What follows belongs to an exercise in optimizing a design on an open flow for small area, a short achievable clock period and few clock cycles per item; a production flow would make more cautious choices. Function was checked by simulation only, so behaviour that the tests miss may differ from the original.

maple:
Design des, start of the top module:
module des(ck,rst,keyin,k,datin,p,e,f,ev,rdy);
    input   ck, keyin, datin;
    input   f;
    input   [64:1]  p, k;
    output  [64:1]  e;
    input   rst;
    output  ev, rdy;
    assign rdy = 1'b1;
    wire [56:1] kp = {k[4],k[12],k[20],k[28],k[5],k[13],k[21],k[29],k[37],k[45],k[53],k[61],k[6],k[14],k[22],k[30],k[38],k[46],k[54],k[62],k[7],k[15],k[23],k[31],k[39],k[47],k[55],k[63],k[36],k[44],k[52],k[60],k[3],k[11],k[19],k[27],k[35],k[43],k[51],k[59],k[2],k[10],k[18],k[26],k[34],k[42],k[50],k[58],k[1],k[9],k[17],k[25],k[33],k[41],k[49],k[57]};
    reg [56:1] ne, nd;
    always @(posedge ck) begin
        if (keyin) begin
            ne <= ~(kp & {56{f}});
            nd <= ~(kp & {56{~f}});
        end
    end
    wire [48:1] ka1 = {ne[33], ne[30], ne[37], ne[51], ne[43], ne[47], ne[54], ne[35], ne[29], ne[40], ne[50], ne[45], ne[49], ne[34], ne[46], ne[52], ne[41], ne[31], ne[56], ne[48], ne[38], ne[32], ne[53], ne[42], ne[3], ne[14], ne[21], ne[28], ne[8], ne[17], ne[9], ne[27], ne[5], ne[13], ne[20], ne[24], ne[11], ne[22], ne[7], ne[16], ne[1], ne[4], ne[6], ne[2], ne[25], ne[12], ne[18], ne[15]};
    wire [48:1] kb1 = {nd[32], nd[29], nd[36], nd[50], nd[42], nd[46], nd[53], nd[34], nd[56], nd[39], nd[49], nd[44], nd[48], nd[33], nd[45], nd[51], nd[40], nd[30], nd[55], nd[47], nd[37], nd[31], nd[52], nd[41], nd[2], nd[13], nd[20], nd[27], nd[7], nd[16], nd[8], nd[26], nd[4], nd[12], nd[19], nd[23], nd[10], nd[21], nd[6], nd[15], nd[28], nd[3], nd[5], nd[1], nd[24], nd[11], nd[17], nd[14]};
  ...
==> flow/config.mk <==
export PLATFORM = sky130hd
export DESIGN_NAME = des
export DESIGN_NICKNAME = des
export VERILOG_FILES = /design/flow/design.v
export SDC_FILE = /design/flow/constraint.sdc
export NUM_CORES = 8
export LEC_CHECK = 0
export ABC_AREA = 1
export CAP_MARGIN = 20
export CORE_MARGIN = 2
export CORE_UTILIZATION = 60
export SLEW_MARGIN = 20
export SYNTH_HIERARCHICAL = 1
==> flow/constraint.sdc <==
create_clock -name core_clock -period 60.0 [get_ports {ck}]
set_input_delay 12.0000 -clock core_clock [delete_from_list [all_inputs] [get_ports {ck}]]
set_output_delay 12.0000 -clock core_clock [all_outputs]
set_load 0.01 [all_outputs]
standard.sh (not shown) runs the stock make flow with config.mk's settings and CLKGATE_MAP_FILE= SYNTH_SCRIPT=/design/flow/synth_recipe.tcl, a recipe that flattens the netlist after the stock synthesis.
==> flow/flow/run.sh <==
#!/bin/bash
# Own flow: the standard layout (standard.sh), with two changes:
#  - synthesis maps combinational logic for area with ABC "strash; dch; map -a"
#    (flow/abc_own.script) and skips half-adder extraction; registers come out of the
#    standard synthesis steps unchanged;
#  - extra ORFS make variables from flow/make_args.txt (one NAME=value per line), for
#    example the cell used to buffer the ports.
set -euo pipefail
W=$PWD
rm -rf "$W/scripts_own"
cp -r "$FLOW_HOME/scripts" "$W/scripts_own"
cp "$W/flow/abc_own.script" "$W/scripts_own/abc_area.script"
ARGS=()
if [[ -f "$W/flow/make_args.txt" ]]; then
  while IFS= read -r line; do
    [[ -z "$line" || "$line" == \#* ]] && continue
    ARGS+=("$line")
  done < "$W/flow/make_args.txt"
fi
bash standard.sh synth SCRIPTS_DIR="$W/scripts_own" ABC_AREA=1 ADDER_MAP_FILE= "${ARGS[@]}" > "$W/own_synth.log" 2>&1
bash standard.sh finish "${ARGS[@]}" > "$W/own_layout.log" 2>&1
==> flow/flow/abc_own.script <==
strash
dch
map -a
topo
==> flow/flow/make_args.txt <==
BUFFER_PORTS_ARGS=-buffer_cell sky130_fd_sc_hd__buf_2
Having completed the whole flow, maple delivered a layout that passed the timing, DRC and antenna checks.
Testbench counts of maple, summed over its fixed seeds: cycles 4,256, items 4,096.
Edits applied to the flow inputs when going from maple to pepper:
==> flow/flow/make_args.txt <==
BUFFER_PORTS_ARGS=-buffer_cell sky130_fd_sc_hd__buf_2
SETUP_SLACK_MARGIN=47
Findings:
Compared pepper against maple; first-pass GRT wire length within noise. The count of maximum capacitance violations on maple is in line with that on pepper. pepper vs. maple: non-clock buffer total of the final layout went up about 2.3%; area growth from synthesis to final layout went up 0.67 points; post-synth design cell area held; global router's overall resource usage held; post-detailed-routing wire length went up 0.63%. Diff maple -> pepper | worst hold slack | increase of 0.0065 ns. Final antenna diode count was higher in maple than in pepper. For maple, the critical-path cell with the highest stage delay was sky130_fd_sc_hd__dfxtp_1, unlike pepper, where it was sky130_fd_sc_hd__dfxtp_4.
[inputs] zinc vs pepper
Settings: CTS_CLUSTER_DIAMETER newly set to 100; CTS_CLUSTER_SIZE newly set to 24.
==> flow/flow/make_args.txt <==
BUFFER_PORTS_ARGS=-buffer_cell sky130_fd_sc_hd__buf_2
Findings:
Sort zinc and pepper by final worst-path cycle share, ascending, and pepper comes first. [diff] hold slack, zinc relative to pepper: regression. Going from pepper to zinc, the clock buffer instance count of the final layout was found to have gone down by about 37%. Higher detailed placer's ending HPWL among zinc and pepper: pepper. Detailed route wirelength on metal3 up 690 um in zinc wrt pepper.

* * *

des, a different RTL version from the one above (not shown whole).
Size: roughly 440 flip-flops, about 200 I/O pins, ~61000 sq um of cells after synthesis.
clock: 60.0 ns
lec_check: 0
abc_area: 1
cap_margin: 20
core_margin: 2
core_utilization: 60
cts_buf_list: sky130_fd_sc_hd__clkbuf_8
cts_cluster_diameter: 80
cts_cluster_size: 16
slew_margin: 20
synth_hierarchical: 1
==> flow/flow/make_args.txt <==
BUFFER_PORTS_ARGS=-buffer_cell sky130_fd_sc_hd__buf_2
SETUP_SLACK_MARGIN=47
SYNTH_ARGS=-noabc
Scripts as last shown in full above: flow/flow/run.sh, flow/flow/abc_own.script
Testbench counts at the start, summed over its fixed seeds: cycles 4,256, items 4,096.
Rerun with:
- CORE_UTILIZATION: 60 -> 65
- CTS_BUF_LIST: sky130_fd_sc_hd__clkbuf_8 -> default
- CTS_CLUSTER_DIAMETER: 80 -> 100
- CTS_CLUSTER_SIZE: 16 -> 24
Outcome: Worst setup slack gains 0.12 ns; cell count shrinks by 0.43%; global-route usage rises by 4.8 points; critical path depth does not change.
Rerun with:
- CORE_UTILIZATION: 65 -> 60
Outcome: Routed wire length came out higher by about 1.4%; die area increases by 8.2%; fmax hardly moves; worst hold slack is about the same; worst setup slack gains 0.024 ns; area after synthesis does not change; cell count is about the same; first-iteration DRC count came out lower by about 16%; count of clock-buffer cells in the layout fell by 2.
Rerun with:
==> flow/flow/make_args.txt (replaced) <==
BUFFER_PORTS_ARGS=-buffer_cell sky130_fd_sc_hd__buf_2
SETUP_SLACK_MARGIN=48
SYNTH_ARGS=-noabc
The new run produced a clean layout.
Register-to-register slack gets better by 0.79 ns.
First-iteration DRC count increases by a quarter to a third.
Area after synthesis is unchanged.
Global-route usage goes up by 2.1 points.
Via count goes up by a few percent.

## what the ideal ports hide
Ports are ideal in the flow. The routed layouts listed here were re-timed in OpenROAD. Step 1 (the two cells are an assumption about what drives the block):
set clk [get_ports {ck}]
set_driving_cell -lib_cell sky130_fd_sc_hd__clkbuf_16 $clk
set_driving_cell -lib_cell sky130_fd_sc_hd__buf_2 [delete_from_list [all_inputs] $clk]
Step 2, shift: input delay + t, output delay - t, t = (earliest + latest rising clock arrival at the registers) / 2. This alone moves slack from input paths to output paths. Three values: ideal ports, drivers, drivers and shift; two values: the first two.
run | shift t [ns] | slack for setup (ns) | worst slew at a driven data input, ns
maple | 0.807 | 46.742 / 46.658 / 46.130 | 0.05
pepper | 0.808 | 46.819 / 46.734 / 46.365 | 0.05
zinc | 0.781 | 46.661 / 46.661 / 46.186 | 0.05
the first run of note 2 | 0.909 | 46.704 / 46.623 / 46.353 | 0.04
the second run of note 2 | 0.768 | 46.827 / 46.746 / 46.396 | 0.05
the third run of note 2 | 0.773 | 46.851 / 46.766 / 46.476 | 0.04
the fourth run of note 2 | 0.764 | 46.841 / 46.760 / 46.918 | 0.31
After both steps every run listed still meets setup and hold. For maple, which loses most, drivers alone change the setup slack by -0.084 ns; drivers and shift together by -0.612 ns.
